What follows belongs to an exercise in optimizing a design on an open flow for small area, a short achievable clock period and few clock cycles per item; a production flow would make more cautious choices.
RTL that was checked went through simulation tests only; none was proved equivalent to the original.
For runs 2 to 7, only the layout was checked, not whether the RTL still works.

`design/flow/config.mk`:
```
export PLATFORM = sky130hd
export DESIGN_NAME = reciprocal_float
export DESIGN_NICKNAME = reciprocal_float
export VERILOG_FILES = /design/flow/design.v
export SDC_FILE = /design/flow/constraint.sdc
export NUM_CORES = 4
export LEC_CHECK = 0
export CAP_MARGIN = 20
export CORE_MARGIN = 2
export CORE_UTILIZATION = 40
export SLEW_MARGIN = 20
```
`design/flow/constraint.sdc`:
```
create_clock -name core_clock -period 11.0 [get_ports {clk}]
set_input_delay 2.2000 -clock core_clock [delete_from_list [all_inputs] [get_ports {clk}]]
set_output_delay 2.2000 -clock core_clock [all_outputs]
set_load 0.01 [all_outputs]
```
`design/flow/design.v`:
```
module register_param #(
    parameter BIT_LENGTH = 2048
) (
    input clk, rst,
    input load,
    input [BIT_LENGTH - 1 : 0] parIn,
    output reg [BIT_LENGTH - 1 : 0] parOut
);
    always@(posedge clk, posedge rst) begin
        if (rst == 1)
            parOut <= 0;
        else begin
            if (load == 1)
                parOut <= parIn;
        end
    end
endmodule
module adder #(
    parameter BIT_LENGTH = 32
) (
    input signed [BIT_LENGTH - 1 : 0] in1, in2,
    input mode,  
    output signed [BIT_LENGTH - 1 : 0] out
);
    assign out = (mode == 1) ? (in1 + in2) : (in1 - in2);
endmodule
module upCounterRE #(
    parameter BIT_LENGTH = 16
) (
    input clk, rst,
    input init_cnt, en_cnt,
    output reg [BIT_LENGTH - 1 : 0] count
);
    always @(posedge clk, posedge rst) begin
        if (rst == 1)
            count <= 0;
        else begin
            if (init_cnt == 1)
                count <= 0;
            else if (en_cnt == 1)
                count <= count + 1;
        end
    end
endmodule
module cordic_linear_DP #(
    parameter FLOAT_SIZE = 24,
    parameter INT_SIZE = 8
) (
    input clk, rst,
    input signed [INT_SIZE + FLOAT_SIZE - 1:0] x, y, z,
    input mode,
    input loadX, loadY, loadZ,loadMode,
    input sel_input, adder_mode,
    input init_cnt, en_cnt,
    output signed [INT_SIZE + FLOAT_SIZE - 1:0] x_out, y_out, z_out,
    output co, phi
);
    wire signed [INT_SIZE + FLOAT_SIZE - 1:0] y_in, z_in;
    wire signed [INT_SIZE + FLOAT_SIZE - 1:0] out_adder_y, out_adder_z;
    assign y_in = (sel_input == 1) ? y : out_adder_y; 
    assign z_in = (sel_input == 1) ? z : out_adder_z; 
    register_param #(.BIT_LENGTH(INT_SIZE + FLOAT_SIZE)) X_Reg(
        .clk(clk),
        .rst(rst),
        .load(loadX),
        .parIn(x),
        .parOut(x_out)
    );
    register_param #(.BIT_LENGTH(INT_SIZE + FLOAT_SIZE)) Y_Reg(
        .clk(clk),
        .rst(rst),
        .load(loadY),
        .parIn(y_in),
        .parOut(y_out)
    );
    register_param #(.BIT_LENGTH(INT_SIZE + FLOAT_SIZE)) Z_Reg(
        .clk(clk),
        .rst(rst),
        .load(loadZ),
        .parIn(z_in),
        .parOut(z_out)
    );
    wire mode_val;
    register_param #(.BIT_LENGTH(1)) M_Reg(
        .clk(clk),
        .rst(rst),
        .load(loadMode),
        .parIn(mode),
        .parOut(mode_val)
    );
    wire [$clog2(FLOAT_SIZE) : 0] iter;
    upCounterRE #(.BIT_LENGTH($clog2(FLOAT_SIZE) + 1)) Iter_Count(
        .clk(clk),
        .rst(rst),
        .init_cnt(init_cnt),
        .en_cnt(en_cnt),
        .count(iter)
    );
    assign co = (iter == (FLOAT_SIZE)) ? 1'b1 : 1'b0;
    wire signed [INT_SIZE + FLOAT_SIZE - 1:0] x_shift, one, one_shift;
    assign x_shift = x >>> iter;
    assign one = { {(INT_SIZE-1){1'b0}}, 1'b1, {(FLOAT_SIZE){1'b0}} }; 
    assign one_shift = one >>> iter;
    adder #(.BIT_LENGTH(INT_SIZE + FLOAT_SIZE)) Y_Adder(
        .in1(y_out),
        .in2(x_shift),
        .mode(adder_mode),
        .out(out_adder_y)
    );
    adder #(.BIT_LENGTH(INT_SIZE + FLOAT_SIZE)) Z_Adder(
        .in1(z_out),
        .in2(one_shift),
        .mode(~adder_mode),
        .out(out_adder_z)
    );
    wire phi_rotate, phi_vector; 
    assign phi_rotate = (z_out[INT_SIZE + FLOAT_SIZE - 1] == 1) ? 1'b0 : 1'b1;
    assign phi_vector = (y_out[INT_SIZE + FLOAT_SIZE - 1] == 1) ? 1'b1 : 1'b0;
    assign phi = (mode_val == 1) ? phi_vector : phi_rotate;
endmodule
module cordic_linear_CU (
    input clk, rst,
    input start,
    input co, phi,
    output reg loadX, loadY, loadZ,loadMode,
    output reg sel_input, adder_mode,
    output reg init_cnt, en_cnt,
    output reg done
);
    parameter [1:0] IDLE = 0, INIT = 1, CALC = 2, DONE = 3;
    reg [1:0] ps, ns;
    always @(ps, start, co) begin
        case (ps)
            IDLE: ns = (start == 1) ? INIT : IDLE;
            INIT: ns = (start == 1 ) ? INIT : CALC;
            CALC: ns = (co == 1) ? DONE : CALC;
            DONE: ns = IDLE;
            default: ns = IDLE;
        endcase
    end
    always @(ps, phi) begin
        loadX = 0;
        loadY = 0;
        loadZ = 0;
        loadMode = 0;
        sel_input = 0;
        adder_mode = 0;
        init_cnt = 0;
        en_cnt = 0;
        done = 0;
        case (ps)
            IDLE: ;
            INIT: begin
                init_cnt = 1;
                loadX = 1;
                loadY = 1;
                loadZ = 1;
                loadMode = 1;
                sel_input = 1;
            end
            CALC: begin
                adder_mode = phi;
                en_cnt = 1;
                sel_input = 0;
                loadY = 1;
                loadZ = 1;
            end 
            DONE: done = 1;
            default: ;
        endcase
    end
    always @(posedge clk or posedge rst) begin
        if (rst == 1)
            ps <= IDLE;
        else 
            ps <= ns;
    end
endmodule
module cordic_linear #(
    parameter FLOAT_SIZE = 24,
    parameter INT_SIZE = 8
) (
    input clk, rst,
    input start,
    input signed [INT_SIZE + FLOAT_SIZE - 1:0] x, y, z,
    input mode,
    output signed [INT_SIZE + FLOAT_SIZE - 1:0] x_out, y_out, z_out,
    output done
);
    wire loadX, loadY, loadZ, loadMode;
    wire sel_input, adder_mode;
    wire init_cnt, en_cnt;
    wire co, phi;
    cordic_linear_DP #(.FLOAT_SIZE(FLOAT_SIZE), .INT_SIZE(INT_SIZE)) DP (
        .clk(clk),
        .rst(rst),
        .x(x),
        .y(y),
        .z(z),
        .mode(mode),
        .loadX(loadX),
        .loadY(loadY),
        .loadZ(loadZ),
        .loadMode(loadMode),
        .sel_input(sel_input),
        .adder_mode(adder_mode),
        .init_cnt(init_cnt),
        .en_cnt(en_cnt),
        .x_out(x_out),
        .y_out(y_out),
        .z_out(z_out),
        .co(co),
        .phi(phi)
    );
    cordic_linear_CU CU (
        .clk(clk),
        .rst(rst),
        .start(start),
        .co(co),
        .phi(phi),
        .loadX(loadX),
        .loadY(loadY),
        .loadZ(loadZ),
        .loadMode(loadMode),
        .sel_input(sel_input),
        .adder_mode(adder_mode),
        .init_cnt(init_cnt),
        .en_cnt(en_cnt),
        .done(done)
    );
endmodule
module reciprocal_float_DP (
    input clk, rst,
    input [31:0] x,
    input loadE, loadM, loadS,
    input selE, start_cordic,
    output [31:0] out,
    output done_cordic, zero_flag
);
    wire [7:0] E_val, E_in;
    wire [7:0] out_sub, E_reg_in;
    assign E_in = x[30:23];
    register_param #(.BIT_LENGTH(8)) E_Reg(
        .clk(clk),
        .rst(rst),
        .load(loadE),
        .parIn(E_reg_in),
        .parOut(E_val)
    );
    wire [22:0] M_val, M_in;
    assign M_in = x[22:0];
    register_param #(.BIT_LENGTH(23)) M_Reg(
        .clk(clk),
        .rst(rst),
        .load(loadM),
        .parIn(M_in),
        .parOut(M_val)
    );
    wire S_val, S_in;
    assign S_in = x[31];
    register_param #(.BIT_LENGTH(1)) S_Reg(
        .clk(clk),
        .rst(rst),
        .load(loadS),
        .parIn(S_in),
        .parOut(S_val)
    );
    assign E_reg_in = (selE == 1) ? E_in : out_sub;
    wire frac_zero;
    assign frac_zero = ~(|M_val);
    wire cin;
    assign cin = (frac_zero == 1) ? 1'b1 : 1'b0;
    assign out_sub = $unsigned(8'd253) - $unsigned(E_val) + cin;
    localparam FLOAT_SIZE = 24;
    localparam INT_SIZE = 2;
    wire signed [INT_SIZE + FLOAT_SIZE - 1:0] x_in, z, y;
    assign y = { {(INT_SIZE-1){1'b0}}, 1'b1, {(FLOAT_SIZE){1'b0}} };  
    assign z = {(INT_SIZE + FLOAT_SIZE){1'b0}};  
    assign x_in = { 2'b01, M_val, 1'b0};
    wire mode;
    assign mode = 1'b1;  
    wire signed [INT_SIZE + FLOAT_SIZE - 1:0] x_out, y_out, z_out;
    cordic_linear #(.FLOAT_SIZE(FLOAT_SIZE), .INT_SIZE(INT_SIZE)) Cordic_core(
        .clk(clk),
        .rst(rst),
        .start(start_cordic),
        .x(x_in),
        .y(y),
        .z(z),
        .mode(mode),
        .x_out(x_out),
        .y_out(y_out),
        .z_out(z_out),
        .done(done_cordic)
    );
    assign out = {S_val, E_val, z_out[22:0] };
    wire exp_zero;
    assign exp_zero = ~(|E_val);
    assign zero_flag = exp_zero && frac_zero;
endmodule
module reciprocal_float_CU (
    input clk, rst,
    input start,
    input done_cordic, zero_input,
    output reg loadE, loadM, loadS,
    output reg selE, start_cordic,
    output reg done, zero_flag
);
    parameter [2:0] IDLE = 0, INIT = 1, EXP = 2, CALC = 3, ZERO = 4;
    reg [2:0] ps, ns;
    always @(ps, start, zero_input, done_cordic) begin
        case (ps)
            IDLE: ns = (start == 1) ? INIT : IDLE;
            INIT: ns = (start == 1) ? INIT : EXP;
            EXP: ns = (zero_input == 1) ? ZERO : CALC;
            CALC: ns = (done_cordic == 1) ? IDLE : CALC;
            ZERO: ns = IDLE; 
            default: ns = IDLE;
        endcase
    end
    always @(ps, done_cordic, zero_input) begin
        loadE = 0;
        loadM = 0;
        loadS = 0;
        selE = 0;
        start_cordic = 0;
        done = 0;
        zero_flag = 0;
        case (ps)
            IDLE: ;
            INIT: begin
                selE = 1;
                loadE = 1;
                loadM = 1;
                loadS = 1;
            end 
            EXP: begin
                loadE = 1;
                start_cordic = ~zero_input;  
            end
            CALC: done = done_cordic;
            ZERO: begin
                done = 1;
                zero_flag = 1;
            end
            default: ;
        endcase
    end
    always @(posedge clk or posedge rst) begin
        if (rst == 1)
            ps <= IDLE;
        else 
            ps <= ns;
    end
endmodule
module reciprocal_float(
    input clk, rst,
    input start,
    input [31:0] x,
    output [31:0] out,
    output done, zero_flag
);
    wire loadE, loadM, loadS;
    wire selE, start_cordic;
    wire done_cordic, zero_input;
    reciprocal_float_DP DP (
        .clk(clk),
        .rst(rst),
        .x(x),
        .loadE(loadE),
        .loadM(loadM),
        .loadS(loadS),
        .selE(selE),
        .start_cordic(start_cordic),
        .out(out),
        .done_cordic(done_cordic),
        .zero_flag(zero_input)
    );
    reciprocal_float_CU CU (
        .clk(clk),
        .rst(rst),
        .start(start),
        .done_cordic(done_cordic),
        .zero_input(zero_input),
        .loadE(loadE),
        .loadM(loadM),
        .loadS(loadS),
        .selE(selE),
        .start_cordic(start_cordic),
        .done(done),
        .zero_flag(zero_flag)
    );
endmodule
```
`design/flow/run.sh`:
```
#!/bin/bash
# synth_recipe.tcl (not shown) runs the flow's synth.tcl, then flattens the netlist and writes it again
# the make line also repeats each setting of config.mk as NAME=value (left out here)
make -C /OpenROAD-flow-scripts/flow DESIGN_CONFIG=/design/flow/config.mk WORK_HOME=/design/flow/orfs CLKGATE_MAP_FILE= SYNTH_SCRIPT=/design/flow/synth_recipe.tcl finish
```
==> results.cfg, run 1 <==
[final_layout]
area_delta_synth_final_pct = 11.0
post-route-util_pct = 45.4
finalNetCount = 1178
fin_area_um2 = 10300
fillers = 2204
antennaDiodeCount = 0
drive_gt1_share_pct = 9.19
stdcell_count = 1390
final_cell_mix = 96 x dfrtp_1, 88 x a21oi_1, 79 x nand2_1
mostFrequentLayoutCell = dfrtp_1

[drt]
antenna_left = 0
viasPerCell = 5.82
wirelength_um = 23600
drt_iter0_markers = 675
wl_per_cell_um = 17.0
vias = 8095
drc = 0
firstDrtPassIters = 5

[sta]
max_clock_freq_ghz = 0.164
final.period_utilization_pct = 55.3
holdWs_ns = 0.503
clock_skew_ns = 0.0135
setup_viol = 0
tns_ns = 0
worst_slew_pin_slew_ns = 1.06
finalCriticalPeriod_ns = 6.08
drv_slew = 0
hold_violations = 0
maxSlewHeadroom_pct = 28.6
rsz0062_at_grt = no
timing.final.ws_setup_ns = 4.92

[floorplanning]
die-area_um2 = 24500
die_h_um = 157
pin_count = 69
initial_core_util_pct = 40.9
die-width_um = 157
row_count = 55
core_area_um2 = 22800

[worst_setup_path]
critPathSlowestCell = dfrtp_1
worstReg2RegEnd = DP.Cordic_core.DP.Z_Reg.parOut[25]
cpPeakStageDelay_ns = 1.01
rr_worst_depth = 18
critical_path_class = reg -> reg
r2r-start = DP.Cordic_core.DP.Iter_Count.count[2]
critPathMostFrequentCell = a21oi_1
end_kind = flop
cp.required_ns = 11.23
path_cells = inv_2 > ha_1 > a21oi_1 > nand2_1 > a21boi_0 > a31oi_1 > a21oi_1 > o41ai_1 > xnor2_1 > ha_1 > a21oi_1 > o21ai_0 > a21oi_1 > a211oi_1 > or3_1 > o211ai_1 > mux2i_1 > o2bb2ai_1
arrival_ns = 6.31
crit_fanout = 32
startpoint_type = flop
r2r_setup_slack_ns = 4.92

[global_route]
grt_max_degree = 55
groute.usage.overall_pct = 20.0
grt_pass1_wl_um = 39600
grt_pass1_vias = 7505
antenna_found_initial = 0
gr-total-overflow = 0

[job]
drv_cap = 0

[clocking]
clock-root-buffer = clkbuf_16
cts_buffers = 9
clk_transition_reported_paths_ns = 0.08
htreeDepth = 3
postCtsSetupBuffers = 0
cts_buffer_depth = 2
postCtsResizedCells = 0
clock_sinks = 96
hold_buffers = 0
insertion_delay_ns = 0.36
cts_tree = built

[placement]
postPlaceCellArea_um2 = 10000
placed_cells = 1374
place_ws_ns = 5.07
routabilityCongestion = 0.938
io_buffers = 68
dp_hpwl_um = 17300

[synth]
synth_edf_count = 0
syn_area_um2 = 9310
async_reset_ff_share_pct = 100
synth_ff_type = dfrtp_1
yosysSeqAreaShare_pct = 25.8
ys_warn_count = 7
ys_ff_latch = 96
avgSynthCellArea_um2 = 8.74
synth_cell_types = 80
syn_inst = 1065
syn_nets = 1171

[worst_hold_path]
min_to = DP.Cordic_core.DP.Y_Reg.parOut[4]
min_from = DP.Cordic_core.DP.Y_Reg.parOut[4]
hp-class = reg -> reg
whs_path_depth = 1

[run_status]
outcome = no timing/DRC/antenna violations
## critical path: cells and delay by family (launching register included)
kind,cells,cell delay [ns]
adder cells (fa/ha/maj),2,0.81
buffers and inverters,1,0.47
AND/OR/NAND/NOR,2,0.58
flip-flops,1,1.01
multiplexers,1,0.20
AO/OA/AOI/OAI,11,2.67
XOR/XNOR,1,0.21
## metal layers
layer | vias to the layer above | global-route usage, % | routed length (um)
met4 | 0 | 4.41 | 331
met2 | 211 | 30.6 | 10300
met3 | 26 | 3.13 | 1120
li1 | 4001 | - | -
met5 | - | 0 | 0
met1 | 3857 | 29.6 | 11900
## cell type report
| cell class | count | area [um2] | area share, % |
|---|---|---|---|
| Multi-Input combinational cell | 855 | 6360 | 61.5 |
| Sequential cell | 96 | 2400 | 23.2 |
| Timing Repair Buffer | 78 | 756 | 7.31 |
| Tap cell | 313 | 392 | 3.79 |
| Clock buffer | 10 | 229 | 2.22 |
| Inverter | 32 | 123 | 1.19 |
| Clock inverter | 6 | 77.6 | 0.751 |
## registers in the layout, summed over array words and instances, names as in the netlist, named ones only
signal	count
DP.Cordic_core.DP.Y_Reg.parOut	26
DP.Cordic_core.DP.Z_Reg.parOut	26
DP.M_Reg.parOut	23
DP.E_Reg.parOut	8
DP.Cordic_core.DP.Iter_Count.count	6
CU.ps	3
DP.Cordic_core.CU.ps	1
DP.Cordic_core.DP.M_Reg.parOut	1
DP.S_Reg.parOut	1
## worst max-delay path by stage
stage	start	to
final	DP.Cordic_core.DP.Iter_Count.count[2]	DP.Cordic_core.DP.Z_Reg.parOut[25]
after global routing	DP.Cordic_core.DP.Iter_Count.count[2]	DP.Cordic_core.DP.Z_Reg.parOut[25]
after CTS	DP.Cordic_core.DP.Iter_Count.count[2]	DP.Cordic_core.DP.Z_Reg.parOut[25]
after detailed placement	DP.Cordic_core.DP.Iter_Count.count[2]	DP.Cordic_core.DP.Z_Reg.parOut[25]
after global placement	DP.Cordic_core.DP.Iter_Count.count[2]	DP.Cordic_core.DP.Y_Reg.parOut[25]
after floorplan	DP.Cordic_core.DP.Iter_Count.count[1]	DP.Cordic_core.DP.Y_Reg.parOut[25]
## logic make-up (layout without fill, tap and decap cells)
| kind of cell | count (synthesis) | count (layout) | share of synthesized area, % |
|---|---|---|---|
| xor gates and xnor gates | 62 | 62 | 5.83 |
| muxes | 72 | 72 | 11.0 |
| and+or+nand+nor | 292 | 292 | 15.5 |
| AOI/OAI and AO/OA | 358 | 358 | 26.1 |
| adders and majority gates | 71 | 71 | 9.70 |
| buffers and inverters | 114 | 126 | 6.07 |
| DFF | 96 | 96 | 25.8 |
## Yosys cell counts, types with 10 or more instances
cell type  count  share of area (%)
dfrtp_1       96                 26
o211ai_1      13                1.0
a21o_1        19                1.5
and3_1        11               0.74
mux2_2        34                4.1
a211oi_1      10               0.81
xor2_1        19                1.8
clkbuf_1      42                1.7
nor2_1        76                3.1
nand2_1       79                3.2
a22o_1        45                4.2
and2_1        10               0.67
xnor2_1       43                4.0
o22ai_1       16                1.1
inv_1         28                1.1
a21oi_1       88                4.7
nor4_1        10               0.67
mux4_2        14                3.4
mux2i_1       17                1.8
buf_4         24                1.9
nand3_1       17               0.91
nand2b_1      14               0.94
a31oi_1       22                1.5
o21a_1        12               0.97
ha_1          69                9.3
nor2b_1       15                1.0
nor3_1        24                1.3
o21ai_0       56                3.0
Testbench counts, summed over its fixed seeds: cycles 48,000, items 1,600.
==> run 2: changes to the inputs <==
--- a/design/flow/design.v
+++ b/design/flow/design.v
@@ -360,34 +360,51 @@
     output [31:0] out,
     output done, zero_flag
 );
-    wire loadE, loadM, loadS;
-    wire selE, start_cordic;
-    wire done_cordic, zero_input;
-    reciprocal_float_DP DP (
-        .clk(clk),
-        .rst(rst),
-        .x(x),
-        .loadE(loadE),
-        .loadM(loadM),
-        .loadS(loadS),
-        .selE(selE),
-        .start_cordic(start_cordic),
-        .out(out),
-        .done_cordic(done_cordic),
-        .zero_flag(zero_input)
-    );
-    reciprocal_float_CU CU (
-        .clk(clk),
-        .rst(rst),
-        .start(start),
-        .done_cordic(done_cordic),
-        .zero_input(zero_input),
-        .loadE(loadE),
-        .loadM(loadM),
-        .loadS(loadS),
-        .selE(selE),
-        .start_cordic(start_cordic),
-        .done(done),
-        .zero_flag(zero_flag)
-    );
+    localparam NC = 22;          
+    localparam W = 29;           
+    reg busy, done_r;
+    reg [4:0] cnt;
+    reg [21:0] xm_r;             
+    reg [W-1:0] r;
+    reg s_r, zf_r, mz_r, p24_r;
+    reg [7:0] e_r;
+    wire [21:0] clr;
+    genvar k;
+    generate
+        for (k = 0; k < 22; k = k + 1) begin : dec
+            assign clr[k] = (cnt == k);
+        end
+    endgenerate
+    wire [W-1:0] xm0 = {{(W-25){1'b0}}, 1'b1, xm_r, 2'b00};
+    wire p0 = ~r[W-1];
+    wire [W-1:0] t0;
+    wire [W:0] tt0 = {r, 1'b1} + {xm0 ^ {W{p0}}, p0};
+    assign t0 = tt0[W:1];
+    wire [W-1:0] rn = {t0[W-2:0], p0};
+    wire [23:0] y2 = 24'h800000 - {1'b0, x[22:0]};
+    always @(posedge clk or posedge rst) begin
+        if (rst) begin
+            busy <= 1'b0;
+            done_r <= 1'b0;
+        end else begin
+            done_r <= busy && (cnt == NC - 1);
+            if (!busy)
+                busy <= start;
+            else if (cnt == NC - 1)
+                busy <= 1'b0;
+        end
+    end
+    always @(posedge clk) begin
+        cnt <= busy ? cnt + 5'd1 : 5'd0;
+        r <= busy ? rn : {{(W-26){y2[23]}}, y2, 2'b00};
+        xm_r <= busy ? xm_r & ~clr : x[22:1];
+        p24_r <= ~t0[W-1];
+        s_r <= x[31];
+        mz_r <= ~(|x[22:0]);
+        zf_r <= ~(|x[30:0]);
+        e_r <= ~x[30:23] - 8'd2 + {7'd0, mz_r};
+    end
+    assign done = done_r;
+    assign zero_flag = zf_r;
+    assign out = {s_r, e_r, r[20:0], p24_r, 1'b1};
 endmodule
==> run 2 against run 1 <==
  * First-iteration DRC count shrank 65%
  * Cell area shrank 45%
  * Setup slack gained 1.5 ns
  * Sequential cell count shrank 26
  * Die area shrank 47%
  * Register-to-register slack gained 2.8 ns
  * Synthesized cell count shrank 44%
  * Fmax grew 34%
  * Clock-buffer cell count shrank 1
  * Largest cell class unchanged
  * Highest routed layer unchanged
==> results.cfg, run 2 <==
[run_status]
outcome = no timing/DRC/antenna violations

[synth]
synth_ff_type = dfxtp_1
syn_nets = 668
synth_edf_count = 0
avgSynthCellArea_um2 = 8.06
async_reset_ff_share_pct = 2.86
ys_ff_latch = 70
yosys-top-cells-area = dfxtp_1 28%, ha_1 9.9%, xnor2_1 9.3%
yosys.area.top_type = dfxtp_1
synth_cell_types = 54
syn_area_um2 = 4800
synth_top_area_share_pct = 28.4
ys_warn_count = 1
syn_inst = 595
yosysSeqAreaShare_pct = 29.4
synth.most_common_cell = dfxtp_1
yosys-top-cells-count = 68 x dfxtp_1, 51 x xnor2_1, 41 x a21oi_1, 41 x nor2_1, 40 x inv_1

[sta]
rsz0062_at_grt = no
max_clock_freq_ghz = 0.221
worst_slew_pin_slew_ns = 0.808
hold_violations = 0
clock_skew_ns = 0.00600
tns_ns = 0
setup_viol = 0
final.period_utilization_pct = 41.2
maxSlewHeadroom_pct = 46.2
drv_slew = 0
finalCriticalPeriod_ns = 4.53

[worst_hold_path]
min_from = mz_r
hp-class = reg -> reg

[global_route]
gr-total-overflow = 0
grt_max_degree = 85
antenna_found_initial = 0
groute.usage.overall_pct = 20.3
grt_pass1_vias = 4018
grt_pass1_wl_um = 20500

[worst_setup_path]
critical_path_class = in -> reg
end_kind = flop
cp.required_ns = 11.30
path_depth = 8
crit_start = x[8]
path_cells = clkdlybuf4s50_1 > nor3_1 > nand2_1 > nor4_1 > nand3_1 > nor3_1 > a41oi_1 > nand2_1
arrival_ns = 4.83
crit_fanout = 5
path_buf_inv = 1
r2r-start = r[28]
cpPeakStageDelay_ns = 0.60
critPathSlowestCell = nor3_1
rr_worst_depth = 10
worstSetupEndpoint = r[25]
startpoint_type = input port
worstReg2RegEnd = r[24]
crit_family = simple AND/OR/NAND/NOR gates
r2r_setup_slack_ns = 7.76

[placement]
dp_hpwl_um = 9700
postPlaceCellArea_um2 = 5380
routabilityCongestion = 0.935
io_buffers = 67

[clocking]
htreeDepth = 3
cts_buffer_depth = 2
hold_buffers = 0
postCtsResizedCells = 0
postCtsSetupBuffers = 0
cts_tree = built
insertion_delay_ns = 0.35
cts_buffers = 9
clock_sinks = 70
clk_transition_reported_paths_ns = 0.06
clock-root-buffer = clkbuf_16

[floorplanning]
pin_count = 69
die-area_um2 = 12900
core_area_um2 = 11900
die-width_um = 114
row_count = 40
initial_core_util_pct = 40.5
die_h_um = 114

[drt]
viasPerCell = 5.39
drt_iter0_markers = 234
antenna_left = 0
drc = 0
wl_per_cell_um = 16.2
vias = 4184
wirelength_um = 12500
firstDrtPassIters = 4

[final_layout]
final_cell_mix = 68 x dfxtp_1, 67 x clkdlybuf4s50_1, 51 x xnor2_1
top_register = r
antennaDiodeCount = 0
top_regs = r: 29 flops, xm_r: 22 flops, e_r: 8 flops
fin_area_um2 = 5690
largest_reg_flops = 29
finalNetCount = 697
mostFrequentLayoutCell = dfxtp_1
area_delta_synth_final_pct = 18.5
drive_gt1_share_pct = 4.29

[job]
drv_cap = 0
[run 2: how the worst min path moves through the flow]
stage / endpoint / slack [ns] / cells after the start
after detailed placement: e_r[0] / 0.45 / 1
after CTS: e_r[0] / 0.47 / 1
after global placement: e_r[0] / 0.45 / 1
after global routing: e_r[0] / 0.51 / 1
after floorplan: e_r[0] / 0.42 / 1
final: e_r[0] / 0.47 / 1
[run 2: per-stage QoR]
stage          utilization (%)  hold WS, ns  setup slack, ns  instances
3_5_place_dp              45.4        0.449             6.12        760
6_report                  47.9        0.468             6.47        776
2_1_floorplan                -        0.420             7.00        595
4_1_cts                   47.9        0.474             6.49        776
5_1_grt                   47.9        0.513             6.21        776
3_3_place_gp              45.4        0.447             6.26        760
[run 2: cells by family after synthesis]
| kind of cell | Yosys count | synth area share, % |
|---|---|---|
| AO/OA/AOI/OAI | 159 | 20.9 |
| AND/OR/NAND/NOR | 159 | 16.3 |
| buffers and inverters | 91 | 9.13 |
| flip-flops | 70 | 29.4 |
| XOR/XNOR | 69 | 12.6 |
| adder cells (fa/ha/maj) | 38 | 9.91 |
| multiplexers | 8 | 1.67 |
| other | 1 | 0.0782 |
[run 2: routing by layer]
layer / wire length, um / vias up / GRT usage, %
li1: - / 2130 / -
met1: 6060 / 1916 / 28.0
met2: 5470 / 113 / 30.9
met3: 652 / 25 / 4.57
met4: 363 / 0 / 8.05
met5: 0 / - / 0
[run 2: final cells by class]
| class | instances | area, um2 |
|---|---|---|
| multi-input cells | 434 | 2950 |
| inverters | 40 | 150 |
| fillers | 1121 | 6170 |
| clock inverters | 7 | 80.1 |
| repair buffers | 69 | 686 |
| well taps | 147 | 184 |
| flip-flops and latches | 70 | 1410 |
| clock buffers | 9 | 225 |
[run 2: worst register-to-register path, delay by kind of cell, from the launching register on]
family | cells | cell delay, ns
buf+inv | 2 | 0.68
simple gates | 1 | 0.25
compound gates | 5 | 1.23
fa+ha+maj | 1 | 0.39
flops | 1 | 0.30
mux | 1 | 0.23
==> run 3: changes to the inputs <==
--- a/design/flow/config.mk
+++ b/design/flow/config.mk
@@ -8,4 +8,5 @@
 export CAP_MARGIN = 20
 export CORE_MARGIN = 2
 export CORE_UTILIZATION = 40
+export SETUP_SLACK_MARGIN = 5
 export SLEW_MARGIN = 20
==> run 3 against run 2 <==
  * Still clean
  * Register-to-register slack about the same
  * Clock skew unchanged
  * Wire length unchanged
  * Synthesized cell count unchanged
  * Hold slack unchanged
  * Critical endpoint unchanged
  * Largest cell class unchanged
==> results.cfg, run 3 <==
[drt]
drt_iter0_markers = 234
drc = 0
vias = 4184
wirelength_um = 12500
viasPerCell = 5.39
antenna_left = 0
firstDrtPassIters = 4
wl_per_cell_um = 16.2

[clocking]
hold_buffers = 0
cts_buffers = 9
postCtsResizedCells = 0
cts_tree = built
htreeDepth = 3
insertion_delay_ns = 0.35
clock_sinks = 70
clock-root-buffer = clkbuf_16
postCtsSetupBuffers = 0
clk_transition_reported_paths_ns = 0.06
cts_buffer_depth = 2

[sta]
rsz0062_at_grt = no
maxSlewHeadroom_pct = 46.2
max_clock_freq_ghz = 0.221
drv_slew = 0
worst_slew_pin_slew_ns = 0.808
setup_viol = 0
finalCriticalPeriod_ns = 4.53
clock_skew_ns = 0.00600
final.period_utilization_pct = 41.2
hold_violations = 0
tns_ns = 0
holdWs_ns = 0.468

[synth]
avgSynthCellArea_um2 = 8.06
yosysSeqAreaShare_pct = 29.4
synth_edf_count = 0
syn_nets = 668
yosys-top-cells-count = 68 x dfxtp_1, 51 x xnor2_1, 41 x a21oi_1, 41 x nor2_1, 40 x inv_1
syn_area_um2 = 4800
yosys-top-cells-area = dfxtp_1 28%, ha_1 9.9%, xnor2_1 9.3%
synth_ff_type = dfxtp_1
ys_warn_count = 1
yosys.area.top_type = dfxtp_1
ys_ff_latch = 70
syn_inst = 595
synth.most_common_cell = dfxtp_1
async_reset_ff_share_pct = 2.86
synth_cell_types = 54
synth_top_area_share_pct = 28.4

[floorplanning]
pin_count = 69
row_count = 40
core_area_um2 = 11900
die-width_um = 114
initial_core_util_pct = 40.5
die_h_um = 114
die-area_um2 = 12900

[final_layout]
drive_gt1_share_pct = 4.29
regArea_um2 = 1410
mostFrequentLayoutCell = dfxtp_1
final_cell_mix = 68 x dfxtp_1, 67 x clkdlybuf4s50_1, 51 x xnor2_1
top_register = r
area_delta_synth_final_pct = 18.5
largest_reg_flops = 29
fillers = 1121
finalNetCount = 697
antennaDiodeCount = 0
multi_input_area_um2 = 2950
stdcell_count = 776
top_regs = r: 29 flops, xm_r: 22 flops, e_r: 8 flops

[worst_setup_path]
worstReg2RegEnd = r[24]
path_cells = clkdlybuf4s50_1 > nor3_1 > nand2_1 > nor4_1 > nand3_1 > nor3_1 > a41oi_1 > nand2_1
rr_worst_depth = 10
critPathSlowestCell = nor3_1
crit_family = simple AND/OR/NAND/NOR gates
cp.required_ns = 11.30
cpPeakStageDelay_ns = 0.60
crit_fanout = 5
path_depth = 8
arrival_ns = 4.83
end_kind = flop
r2r-start = r[28]
path_buf_inv = 1
r2r_setup_slack_ns = 7.76
critical_path_class = in -> reg
startpoint_type = input port

[global_route]
grt_pass1_vias = 4018
gr-total-overflow = 0
grt_max_degree = 85
groute.usage.overall_pct = 20.3
antenna_found_initial = 0
grt_pass1_wl_um = 20500

[worst_hold_path]
hp-class = reg -> reg
min_from = mz_r
whs_path_depth = 1
min_to = e_r[0]

[placement]
io_buffers = 67
routabilityCongestion = 0.935
placed_cells = 760
dp_hpwl_um = 9700

[job]
drv_cap = 0

[run_status]
outcome = no timing/DRC/antenna violations
==> run 3: cell counts after synthesis <==
Identical to the previous run, type by type.
==> run 3: cell families (layout without fill, tap and decap cells) <==
group	Yosys count	count (layout)	synth area share, %
adders and majority gates	38	38	9.91
muxes	8	8	1.67
and+or+nand+nor	159	159	16.3
DFF	70	70	29.4
buffers and inverters	91	125	9.13
AOI/OAI and AO/OA	159	159	20.9
xor gates and xnor gates	69	69	12.6
other	1	1	0.0782
==> run 3: how the worst max path moves through the flow <==
stage          start     to  slack, ns
2_1_floorplan  x[12]  r[24]       7.00
3_3_place_gp    x[8]  r[25]       6.26
3_5_place_dp    x[8]  r[25]       6.12
4_1_cts         x[8]  r[25]       6.49
5_1_grt         x[2]  r[25]       6.21
6_report        x[8]  r[25]       6.47
==> run 3: per-stage QoR <==
| stage | setup slack [ns] | util (%) | instance area, um2 |
|---|---|---|---|
| 2_1_floorplan | 7.00 | - | 4800 |
| 3_3_place_gp | 6.26 | 45.4 | 5380 |
| 3_5_place_dp | 6.12 | 45.4 | 5380 |
| 4_1_cts | 6.49 | 47.9 | 5690 |
| 5_1_grt | 6.21 | 47.9 | 5690 |
| 6_report | 6.47 | 47.9 | 5690 |
==> run 3: cell type report <==
| type | count | area share (%) |
|---|---|---|
| Sequential cell | 70 | 24.8 |
| Inverter | 40 | 2.64 |
| Clock inverter | 7 | 1.41 |
| Tap cell | 147 | 3.23 |
| Clock buffer | 9 | 3.96 |
| Timing Repair Buffer | 69 | 12.1 |
| Multi-Input combinational cell | 434 | 51.9 |
==> run 3: metal layers <==
metal,part of all wire [%],wire (um),global-route usage [%],up-vias
met1,48,6060,28.0,1916
met2,44,5470,30.9,113
met5,0,0,0,-
met4,2.9,363,8.05,0
met3,5.2,652,4.57,25
li1,-,-,-,2130
==> run 4: changes to the inputs <==
==> design/flow/flow/run.sh (new file) <==
#!/bin/bash
# The standard layout (standard.sh, unchanged synthesis), with repair_timing
# aiming below the clock period and, where set, smaller port buffers.
set -euo pipefail
bash standard.sh SETUP_SLACK_MARGIN=7.6 'BUFFER_PORTS_ARGS=-buffer_cell sky130_fd_sc_hd__buf_1' finish > standard_flow.log 2>&1
==> design/flow/standard.sh (new file) <==
#!/bin/bash
# synth_recipe.tcl (not shown) runs the flow's synth.tcl, then flattens the netlist and writes it again
# the make line also repeats each setting of config.mk as NAME=value (left out here)
make -C /OpenROAD-flow-scripts/flow DESIGN_CONFIG=/design/flow/config.mk WORK_HOME=/design/flow/orfs CLKGATE_MAP_FILE= SYNTH_SCRIPT=/design/flow/synth_recipe.tcl "${@:-finish}"
--- a/design/flow/config.mk
+++ b/design/flow/config.mk
@@ -8,5 +8,4 @@
 export CAP_MARGIN = 20
 export CORE_MARGIN = 2
 export CORE_UTILIZATION = 40
-export SETUP_SLACK_MARGIN = 5
 export SLEW_MARGIN = 20
removed: design/flow/run.sh
==> run 4 against run 3 <==
  * Register-to-register slack better by 0.03 ns
  * First-iteration DRC count rose by 9.8%
  * Global-route usage down 0.085 points
  * Highest routed layer unchanged
  * Synthesized cell count is the same
  * Cell area is 2.3% lower
==> results.cfg, run 4 <==
[run_status]
outcome = no timing/DRC/antenna violations

[sta]
finalCriticalPeriod_ns = 3.82
maxSlewHeadroom_pct = 43.8
rsz0062_at_grt = yes
setup_viol = 0
timing.final.ws_setup_ns = 7.18
clock_skew_ns = 0.00818
drv_slew = 0
final.period_utilization_pct = 34.8
worst_slew_pin_slew_ns = 0.842
tns_ns = 0
max_clock_freq_ghz = 0.261
hold_violations = 0

[floorplanning]
core_area_um2 = 11900
die_h_um = 114
pin_count = 69
die-width_um = 114
row_count = 40
initial_core_util_pct = 40.5
die-area_um2 = 12900

[worst_setup_path]
cpPeakStageDelay_ns = 0.60
crit_start = x[12]
crit_family = simple AND/OR/NAND/NOR gates
end_kind = flop
crit_fanout = 5
arrival_ns = 4.02
path_cells = buf_8 > or3_4 > or3_1 > or4_4 > nor3_4 > xor2_1 > o211ai_1
path_buf_inv = 1
cp.required_ns = 11.20
startpoint_type = input port
r2r-start = r[28]
critical_path_class = in -> reg
critPathSlowestCell = or4_4

[clocking]
htreeDepth = 3
cts_buffer_depth = 2
clock-root-buffer = clkbuf_16
clock_sinks = 70
clk_transition_reported_paths_ns = 0.06
cts_buffers = 9
cts_tree = built
insertion_delay_ns = 0.35

[synth]
syn_area_um2 = 4800
syn_nets = 668
synth.most_common_cell = dfxtp_1
async_reset_ff_share_pct = 2.86
syn_inst = 595
synth_cell_types = 54
yosys-top-cells-count = 68 x dfxtp_1, 51 x xnor2_1, 41 x a21oi_1, 41 x nor2_1, 40 x inv_1
synth_edf_count = 0
yosys.area.top_type = dfxtp_1
synth_ff_type = dfxtp_1
yosys-top-cells-area = dfxtp_1 28%, ha_1 9.9%, xnor2_1 9.3%
ys_warn_count = 1
synth_top_area_share_pct = 28.4
avgSynthCellArea_um2 = 8.06
ys_ff_latch = 70
yosysSeqAreaShare_pct = 29.4

[drt]
drc = 0
viasPerCell = 5.44
firstDrtPassIters = 7
wl_per_cell_um = 16.1
vias = 4270
antenna_left = 0
wirelength_um = 12700
drt_iter0_markers = 257

[final_layout]
top_regs = r: 29 flops, xm_r: 22 flops, e_r: 8 flops
top_register = r
final_cell_mix = 68 x dfxtp_1, 62 x buf_1, 47 x xnor2_1
mostFrequentLayoutCell = dfxtp_1
stdcell_count = 785
drive_gt1_share_pct = 10.7
finalNetCount = 706
antennaDiodeCount = 0
largest_reg_flops = 29
fillers = 1170
area_delta_synth_final_pct = 15.8

[placement]
place_ws_ns = 6.65
io_buffers = 67
placed_cells = 760
dp_hpwl_um = 9500
routabilityCongestion = 0.973

[worst_hold_path]
min_from = mz_r
hp-class = reg -> reg

[global_route]
grt_pass1_wl_um = 20400
groute.usage.overall_pct = 20.2
gr-total-overflow = 0
grt_max_degree = 85
antenna_found_initial = 0
grt_pass1_vias = 4031

[job]
drv_cap = 0
-- run 4: cell counts after synthesis --
Identical to the previous run, type by type.
-- run 4: kinds of logic after synthesis --
family	share of synthesized area (%)
simple gates	16.3
mux	1.67
buf+inv	9.13
xor+xnor	12.6
fa+ha+maj	9.91
other cells	0.0782
compound gates	20.9
flops	29.4
-- run 4: repair_timing --
action	CTS	global route
buffers inserted	4	5
gates resized for setup	16	27
hold buffers	0	0
gates cloned	0	0
endpoints found under the setup margin	14	19
pin swaps	5	6
-- run 4: worst paths after layout --
kind	to	slack, ns	cells past startpoint
setup / recovery	r[24]	7.18	7
hold / removal	e_r[0]	0.45	1
setup reg to reg	r[24]	7.79	10
hold reg to reg	e_r[0]	0.45	1
max in group asynchronous	busy	9.21	2
min in group asynchronous	busy	1.67	2
-- run 4: area by class of cell --
class | count | area (um2) | area share [%]
inverters | 40 | 150 | 2.70
clock buffers | 9 | 225 | 4.05
repair buffers | 78 | 377 | 6.78
clock inverters | 7 | 80.1 | 1.44
flip-flops and latches | 70 | 1410 | 25.4
multi-input cells | 434 | 3130 | 56.3
well taps | 147 | 184 | 3.31
-- run 4: layer usage --
| layer | wire [um] | GRT usage [%] | vias to the layer above |
|---|---|---|---|
| li1 | - | - | 2147 |
| met1 | 5860 | 27.0 | 1982 |
| met2 | 5820 | 31.8 | 118 |
| met3 | 741 | 5.53 | 23 |
| met4 | 238 | 6.75 | 0 |
| met5 | 0 | 0 | - |
-- run 4: per-stage QoR --
stage                     hold slack, ns  cell area (um2)  utilization [%]
after floorplan                    0.420             4860                -
after CTS                          0.459             5420             45.7
after detailed placement           0.433             5020             42.4
after global placement             0.454             5020             42.4
after global routing               0.475             5560             46.9
final                              0.454             5560             46.9
==> run 5: changes to the inputs <==
==> design/flow/flow/run.sh (replaced) <==
#!/bin/bash
# The standard layout (standard.sh, unchanged synthesis), with repair_timing
# aiming below the clock period and, where set, smaller port buffers.
set -euo pipefail
bash standard.sh SETUP_SLACK_MARGIN=7.0 finish > standard_flow.log 2>&1
==> run 5 against run 4 <==
  * First-iteration DRC count decreased by 25%
  * Via count decreased by 0.30%
  * Fmax decreased by 3.2%
  * Synthesized area unchanged
  * Largest cell class unchanged
  * Clock-buffer cell count unchanged
==> results.cfg, run 5 <==
[floorplanning]
die-width_um = 114
row_count = 40
pin_count = 69
die_h_um = 114
core_area_um2 = 11900
die-area_um2 = 12900
initial_core_util_pct = 40.5

[sta]
setup_viol = 0
final.period_utilization_pct = 35.9
drv_slew = 0
clock_skew_ns = 0.00635
max_clock_freq_ghz = 0.253
tns_ns = 0
finalCriticalPeriod_ns = 3.95
maxSlewHeadroom_pct = 45.9
rsz0062_at_grt = no
hold_violations = 0
worst_slew_pin_slew_ns = 0.811

[drt]
wl_per_cell_um = 16.6
m1WireLength_um = 6270
top_layer_used = met4
wl_met2_um = 5760
viasPerCell = 5.46
wl_met3_um = 566
drc = 0
drt_iter0_markers = 192
vias = 4257
firstDrtPassIters = 6
wirelength_um = 13000
antenna_left = 0

[global_route]
gr-total-overflow = 0
grt_pass1_vias = 4062
grt_pass1_wl_um = 20900
groute.usage.overall_pct = 20.8
antenna_found_initial = 0
grt_max_degree = 85

[synth]
synth.mux.area_fraction_pct = 1.67
ys_warn_count = 1
synth_ff_type = dfxtp_1
ys_ff_latch = 70
synth_compound_gate_area_share_pct = 20.9
yosys.area_share.simple_pct = 16.3
synthAdderAreaFrac_pct = 9.91
yosys.area.top_type = dfxtp_1
synth_cell_types = 54
synth_top_family_by_area = compound AO/OA/AOI/OAI gates
synth-xor-area-share_pct = 12.6
syn_nets = 668
avgSynthCellArea_um2 = 8.06
synth.most_common_cell = dfxtp_1
yosys-top-cells-area = dfxtp_1 28%, ha_1 9.9%, xnor2_1 9.3%
synth_top_area_share_pct = 28.4
syn_area_um2 = 4800
yosys-top-cells-count = 68 x dfxtp_1, 51 x xnor2_1, 41 x a21oi_1, 41 x nor2_1, 40 x inv_1
async_reset_ff_share_pct = 2.86
syn_inst = 595
synth_edf_count = 0
yosysSeqAreaShare_pct = 29.4

[final_layout]
top_regs = r: 29 flops, xm_r: 22 flops, e_r: 8 flops
antennaDiodeCount = 0
fillers = 1143
area_delta_synth_final_pct = 20.8
mostFrequentLayoutCell = dfxtp_1
finalNetCount = 701
drive_gt1_share_pct = 6.95
top_register = r
final_cell_mix = 68 x dfxtp_1, 63 x clkdlybuf4s50_1, 51 x xnor2_1
post-route-util_pct = 48.9
largest_reg_flops = 29

[worst_setup_path]
cp.required_ns = 11.20
startpoint_type = input port
arrival_ns = 4.15
critical_path_class = in -> reg
end_kind = flop
crit_fanout = 5

[clocking]
cts_buffers = 9
hold_buffers = 0
htreeDepth = 3
cts_buffer_depth = 2
cts_tree = built
clk_transition_reported_paths_ns = 0.06
insertion_delay_ns = 0.35
clock-root-buffer = clkbuf_16
clock_sinks = 70

[placement]
dp_hpwl_um = 9810
io_buffers = 67
routabilityCongestion = 0.950

[run_status]
outcome = no timing/DRC/antenna violations

[worst_hold_path]
hp-class = reg -> reg

[job]
drv_cap = 0
## run 5: changes by cell type in the layout (fill, tap and decap cells not counted), sizes merged
cell           previous run  this run
clkdlybuf4s50             0        63
buf                      77         6
clkinvlp                  2         1
dlymetal6s2s              0         1
clkbuf                   10        12
bufinv                    1         2
## run 5: critical path: stages
cell and delay (ns):
clkdlybuf4s50_1 0.47, nor3_2 0.25, nand2_1 0.16, or4_4 0.63
nor3_4 0.19, xor2_1 0.16, o211ai_1 0.09
## run 5: cells by family (layout without fill, tap and decap cells)
family,after synthesis,after routing
AO/OA/AOI/OAI,159,159
AND/OR/NAND/NOR,159,159
buffers and inverters,91,129
flip-flops,70,70
XOR/XNOR,69,69
adder cells (fa/ha/maj),38,38
multiplexers,8,8
other,1,1
## run 5: metal layers
layer / vias to the layer above / GRT usage, %
met5: - / 0
met4: 0 / 9.27
met3: 26 / 4.20
met2: 121 / 31.3
met1: 1974 / 28.8
li1: 2136 / -
## run 5: path summary, 6_finish.rpt
path / startpoint / endpoint / slack (ns) / depth (start not counted)
max reg2reg: r[28] / r[26] / 7.74 / 10
min in group asynchronous: rst / done_r / 2.00 / 2
max: x[6] / r[24] / 7.05 / 7
max in group asynchronous: rst / busy / 8.88 / 2
min: mz_r / e_r[0] / 0.47 / 1
min reg2reg: mz_r / e_r[0] / 0.47 / 1
## run 5: timing repair
action,in CTS,in global routing
setup buffers,0,4
pin swaps,1,8
resized for setup,7,17
setup endpoints to repair,16,13
## run 5: metrics by stage
stage	setup WS (ns)	cell area, um2	instances	hold slack, ns
floorplan	7.00	4800	595	0.420
global placement	6.27	5380	760	0.444
detailed placement	6.15	5380	760	0.437
CTS	7.01	5730	776	0.469
global route	6.99	5790	780	0.490
finish	7.05	5790	780	0.466
## run 5: cell type report
type	instances	area (um2)	area share, %
multi-input combinational	434	3020	52.1
sequential	70	1410	24.4
timing repair buffer	73	703	12.1
clock buffer	9	225	3.89
tap	147	184	3.17
inverter	40	150	2.59
clock inverter	7	103	1.77
==> run 6: changes to the inputs <==
--- a/design/flow/design.v
+++ b/design/flow/design.v
@@ -381,7 +381,20 @@
     wire [W:0] tt0 = {r, 1'b1} + {xm0 ^ {W{p0}}, p0};
     assign t0 = tt0[W:1];
     wire [W-1:0] rn = {t0[W-2:0], p0};
-    wire [23:0] y2 = 24'h800000 - {1'b0, x[22:0]};
+    wire [22:0] orp [0:5];
+    assign orp[0] = x[22:0];
+    genvar l, q;
+    generate
+        for (l = 0; l < 5; l = l + 1) begin : pre
+            for (q = 0; q < 23; q = q + 1) begin : b
+                if ((q >> l) & 1)
+                    assign orp[l+1][q] = orp[l][q] | orp[l][((q >> l) << l) - 1];
+                else
+                    assign orp[l+1][q] = orp[l][q];
+            end
+        end
+    endgenerate
+    wire [23:0] y2 = {~orp[5][22], x[22:1] ^ orp[5][21:0], x[0]};
     always @(posedge clk or posedge rst) begin
         if (rst) begin
             busy <= 1'b0;
@@ -400,7 +413,7 @@
         xm_r <= busy ? xm_r & ~clr : x[22:1];
         p24_r <= ~t0[W-1];
         s_r <= x[31];
-        mz_r <= ~(|x[22:0]);
+        mz_r <= ~orp[5][22];
         zf_r <= ~(|x[30:0]);
         e_r <= ~x[30:23] - 8'd2 + {7'd0, mz_r};
     end
==> design/flow/flow/run.sh (replaced) <==
#!/bin/bash
# The standard layout (standard.sh, unchanged synthesis), with repair_timing
# aiming below the clock period and smaller port buffers.
set -euo pipefail
bash standard.sh SETUP_SLACK_MARGIN=7.4 'BUFFER_PORTS_ARGS=-buffer_cell sky130_fd_sc_hd__buf_1' finish > standard_flow.log 2>&1
==> run 6 against run 5 <==
  * Sequential share of layout area up 2.1 points
  * Via count down 5.4%
  * Core utilization down 1.9 points
  * Largest cell class unchanged
==> results.cfg, run 6 <==
[sta]
worst_slew_pin_slew_ns = 0.771
setup_viol = 0
final.period_utilization_pct = 35.1
clock_skew_ns = 0.0102
rsz0062_at_grt = yes
finalCriticalPeriod_ns = 3.86
hold_violations = 0
drv_slew = 0
tns_ns = 0
maxSlewHeadroom_pct = 48.6
max_clock_freq_ghz = 0.259

[synth]
synth.mux.area_fraction_pct = 1.64
yosys.area_share.simple_pct = 16.0
syn_nets = 632
ys_ff_latch = 70
yosys.area.top_type = dfxtp_1
synth_compound_gate_area_share_pct = 19.8
avgSynthCellArea_um2 = 8.37
synth-xor-area-share_pct = 12.1
async_reset_ff_share_pct = 2.86
synth_ff_type = dfxtp_1
synth_edf_count = 0
synth_top_family_by_area = compound AO/OA/AOI/OAI gates
yosys-top-cells-count = 68 x dfxtp_1, 51 x xnor2_1, 46 x o21ai_0
ys_warn_count = 1
yosys-top-cells-area = dfxtp_1 29%, ha_1 11%, xnor2_1 9.6%
synthAdderAreaFrac_pct = 11.3
syn_inst = 555
yosysSeqAreaShare_pct = 30.4
synth_cell_types = 58
syn_area_um2 = 4650
synth_top_area_share_pct = 29.3
synth.most_common_cell = dfxtp_1

[global_route]
grt_pass1_vias = 3855
gr-total-overflow = 0
groute.usage.overall_pct = 18.6
grt_pass1_wl_um = 18700
grt_max_degree = 81
antenna_found_initial = 0

[clocking]
insertion_delay_ns = 0.34
clk_transition_reported_paths_ns = 0.06
cts_tree = built
htreeDepth = 3
clock-root-buffer = clkbuf_16
cts_buffer_depth = 2
clock_sinks = 70
cts_buffers = 9

[worst_setup_path]
cp.required_ns = 11.28
worstReg2RegEnd = r[17]
critical_path_class = in -> reg
r2r_setup_slack_ns = 7.66
r2r-start = r[28]
crit_start = x[0]
end_kind = flop
rr_worst_depth = 11
crit_fanout = 3
startpoint_type = input port
arrival_ns = 4.14

[floorplanning]
pin_count = 69
initial_core_util_pct = 40.9
die_h_um = 112
die-area_um2 = 12500
die-width_um = 112
core_area_um2 = 11400
row_count = 39

[final_layout]
antennaDiodeCount = 0
largest_reg_flops = 29
drive_gt1_share_pct = 8.79
fillers = 1137
top_regs = r: 29 flops, xm_r: 22 flops, e_r: 8 flops
area_delta_synth_final_pct = 15.0
finalNetCount = 675
top_register = r
final_cell_mix = 68 x dfxtp_1, 65 x buf_1, 49 x xnor2_1
fin_area_um2 = 5340
mostFrequentLayoutCell = dfxtp_1

[drt]
wirelength_um = 11600
firstDrtPassIters = 4
antenna_left = 0
wl_per_cell_um = 15.5
drc = 0
vias = 4029
drt_iter0_markers = 185
viasPerCell = 5.40

[run_status]
outcome = no timing/DRC/antenna violations

[job]
drv_cap = 0

[worst_hold_path]
min_from = mz_r
whs_path_depth = 1
hp-class = reg -> reg
min_to = e_r[0]

[placement]
routabilityCongestion = 0.888
dp_hpwl_um = 8770
postPlaceCellArea_um2 = 4880
io_buffers = 67
-- run 6: routing by layer --
metal  share of wire [%]  track usage, %  vias up
met5                   0               0        -
met4                 2.4            7.57        0
met3                 5.1            3.86       20
met2                  48            31.4       87
met1                  44            23.3     1896
li1                    -               -     2026
-- run 6: kinds of logic after synthesis --
family / count (synthesis)
mux: 7
other cells: 1
flops: 70
fa+ha+maj: 42
buf+inv: 82
xor+xnor: 64
compound gates: 149
simple gates: 140
-- run 6: worst max path at each step --
stage,slack (ns),endpoint,cells past startpoint
3_5_place_dp,6.44,r[24],11
3_3_place_gp,6.50,r[24],11
6_report,7.14,r[24],11
2_1_floorplan,6.96,r[22],10
4_1_cts,7.04,r[24],11
5_1_grt,7.03,r[24],11
-- run 6: timing repair --
item | in CTS | in global routing
hold buffers | 0 | 0
gates resized for setup | 15 | 10
pin swaps | 7 | 1
setup buffers | 5 | 1
endpoints found under the setup margin | 18 | 19
-- run 6: stage by stage --
step                      worst slack (ns)  utilization (%)  hold WS, ns  instances
after floorplan                       6.96                -        0.420        555
after global placement                6.50             42.9        0.445        724
after detailed placement              6.44             42.9        0.435        724
after CTS                             7.04             46.5        0.449        745
after global routing                  7.03             47.0        0.464        746
final                                 7.14             47.0        0.444        746
-- run 6: worst max-delay path: stages --
cell     delay, ns
buf_8         0.11
inv_12        0.04
ha_4          0.12
nor3b_4       0.20
nand3_2       0.13
or4_4         0.46
nor4_4        0.25
nand3_1       0.19
and2_0        0.20
nor3_1        0.13
a31o_1        0.12
-- run 6: final cells by class --
type,count,area (um2),area share (%)
clock buffers,11,243,4.54
clock inverters,5,83.8,1.57
inverters,39,164,3.07
multi-input cells,403,2930,54.8
flip-flops and latches,70,1410,26.4
well taps,143,179,3.35
repair buffers,75,334,6.25
==> run 7: changes to the inputs <==
==> design/flow/flow/run.sh (replaced) <==
#!/bin/bash
# The standard layout (standard.sh, unchanged synthesis), with repair_timing
# aiming below the clock period and smaller port buffers.
set -euo pipefail
bash standard.sh SETUP_SLACK_MARGIN=7.8 'BUFFER_PORTS_ARGS=-buffer_cell sky130_fd_sc_hd__buf_1' finish > standard_flow.log 2>&1
==> run 7 against run 6 <==
  * Final cell count increased by 1.1%
  * Die area unchanged
  * Critical path depth stayed put
  * Setup slack worse by 0.046 ns
  * Still clean
  * Critical path type unchanged
  * Fmax fell by 1.2%
  * Sequential share of layout area decreased by 1.1 points
  * Highest routed layer unchanged
==> results.cfg, run 7 <==
[placement]
place_ws_ns = 6.43
placed_cells = 724
io_buffers = 67
routabilityCongestion = 0.875
dp_hpwl_um = 8710
postPlaceCellArea_um2 = 4880

[drt]
firstDrtPassIters = 4
drc = 0
vias = 4086
viasPerCell = 5.42
drt_iter0_markers = 247
antenna_left = 0
wirelength_um = 12000
wl_per_cell_um = 15.9

[sta]
clock_skew_ns = 0.00791
max_clock_freq_ghz = 0.256
setup_viol = 0
hold_violations = 0
worst_slew_pin_slew_ns = 0.812
timing.final.ws_setup_ns = 7.09
maxSlewHeadroom_pct = 45.9
tns_ns = 0
finalCriticalPeriod_ns = 3.91
final.period_utilization_pct = 35.5
drv_slew = 0
holdWs_ns = 0.471
rsz0062_at_grt = yes

[worst_setup_path]
startpoint_type = input port
path_cells = buf_8 > inv_12 > ha_4 > nor3b_4 > nand3_2 > or4_4 > nor4_4 > nand2_2 > nor3_2 > xnor2_1 > mux2i_1
r2r_setup_slack_ns = 7.80
cpPeakStageDelay_ns = 0.46
end_kind = flop
critPathSlowestCell = or4_4
crit_fanout = 3
arrival_ns = 4.10
critical_path_class = in -> reg
cp.required_ns = 11.20

[synth]
synth_top_family_by_area = compound AO/OA/AOI/OAI gates
synth.most_common_cell = dfxtp_1
synth_edf_count = 0
yosys.area_share.simple_pct = 16.0
syn_area_um2 = 4650
ys_ff_latch = 70
synth_compound_gate_area_share_pct = 19.8
ys_warn_count = 1
synthAdderAreaFrac_pct = 11.3
synth_cell_types = 58
synth_ff_type = dfxtp_1
syn_inst = 555
synth-xor-area-share_pct = 12.1
synth_top_area_share_pct = 29.3
yosys.area.top_type = dfxtp_1
yosys-top-cells-area = dfxtp_1 29%, ha_1 11%, xnor2_1 9.6%
syn_nets = 632
yosysSeqAreaShare_pct = 30.4
synth.mux.area_fraction_pct = 1.64
avgSynthCellArea_um2 = 8.37
yosys-top-cells-count = 68 x dfxtp_1, 51 x xnor2_1, 46 x o21ai_0
async_reset_ff_share_pct = 2.86

[final_layout]
finalNetCount = 683
area_delta_synth_final_pct = 20.0
antennaDiodeCount = 0
fin_area_um2 = 5580
drive_gt1_share_pct = 12.6
largest_reg_flops = 29
top_regs = r: 29 flops, xm_r: 22 flops, e_r: 8 flops
stdcell_count = 754
post-route-util_pct = 49.0
mostFrequentLayoutCell = dfxtp_1
final_cell_mix = 68 x dfxtp_1, 65 x buf_1, 46 x xnor2_1
top_register = r

[worst_hold_path]
hp-class = reg -> reg

[clocking]
cts_tree = built
hold_buffers = 0
htreeDepth = 3
clk_transition_reported_paths_ns = 0.06
clock-root-buffer = clkbuf_16
cts_buffer_depth = 2
clock_sinks = 70
insertion_delay_ns = 0.34
cts_buffers = 9

[global_route]
grt_max_degree = 81
antenna_found_initial = 0
gr-total-overflow = 0
grt_pass1_wl_um = 19100
grt_pass1_vias = 3946
groute.usage.overall_pct = 19.0

[floorplanning]
die_h_um = 112
core_area_um2 = 11400
initial_core_util_pct = 40.9
die-area_um2 = 12500
pin_count = 69
die-width_um = 112
row_count = 39

[run_status]
outcome = no timing/DRC/antenna violations

[job]
drv_cap = 0
-- run 7: cell counts after synthesis --
Identical to the previous run, type by type.
-- run 7: logic make-up (layout without fill, tap and decap cells) --
group | Yosys count | after routing
fa+ha+maj | 42 | 42
mux | 7 | 7
flops | 70 | 70
buf+inv | 82 | 138
xor+xnor | 64 | 64
simple gates | 140 | 140
other cells | 1 | 1
compound gates | 149 | 149
-- run 7: final cells by class --
type / instances / area [um2]
repair buffers: 83 / 425
inverters: 39 / 164
well taps: 143 / 179
multi-input cells: 403 / 3020
flip-flops and latches: 70 / 1410
clock buffers: 10 / 239
clock inverters: 6 / 133
fillers: 1115 / 5790
-- run 7: timing repair --
action | CTS | global route
resized for setup | 27 | 23
buffers inserted | 8 | 6
pin swaps | 11 | 16
setup endpoints to repair | 22 | 23
gates cloned | 0 | 0
-- run 7: final timing paths --
check / from / end / depth (start not counted)
hold reg to reg: xm_r[21] / xm_r[21] / 2
hold / removal: xm_r[21] / xm_r[21] / 2
setup reg to reg: r[28] / r[27] / 11
setup / recovery: x[0] / r[22] / 11
max in group asynchronous: rst / busy / 2
min in group asynchronous: rst / done_r / 2
-- run 7: routing by layer --
metal	vias up	wire length [um]	track usage [%]
li1	2037	-	-
met1	1922	5370	24.3
met2	110	5770	32.4
met3	17	567	3.05
met4	0	245	7.16
met5	-	0	0
-- run 7: critical path, delay by kind of cell --
family        cells  cell delay [ns]
xor+xnor          1             0.14
simple gates      6             1.41
mux               1             0.09
buf+inv           2             0.15
fa+ha+maj         1             0.11

afterwards: timing with drivers on the ports:
In the flow no input, the clock included, has a driving cell. The finished layouts below were timed again as built, in two steps.
Step 1, drivers: a clkbuf_16 drives clk and a buf_2 each remaining input, both assumed.
Step 2 also shifts input and output timing later by t, the mid clock arrival at the registers, as if the neighbouring blocks saw the same clock.
Slacks: ideal ports / drivers / drivers and shift; pairs: ideal ports / drivers.
run | t (ns) | setup slack, ns | worst hold slack (ns)
run 1 | 0.401 | 4.918 / 4.918 / 4.918 | 0.503 / 0.503 / 0.503
run 2 | 0.390 | 6.468 / 6.477 / 6.087 | 0.468 / 0.468 / 0.468
run 3 | 0.390 | 6.468 / 6.477 / 6.087 | 0.468 / 0.468 / 0.468
run 4 | 0.383 | 7.175 / 7.166 / 6.783 | 0.454 / 0.454 / 0.454
run 5 | 0.386 | 7.048 / 7.054 / 6.668 | 0.466 / 0.466 / 0.466
run 6 | 0.372 | 7.140 / 7.135 / 6.763 | 0.444 / 0.444 / 0.444
run 7 | 0.371 | 7.094 / 7.090 / 6.719 | 0.471 / 0.471 / 0.471
After both steps setup and hold are still met in every run listed. For run 4, which loses most, drivers alone change the setup slack by -0.009 ns; drivers and shift together by -0.392 ns.
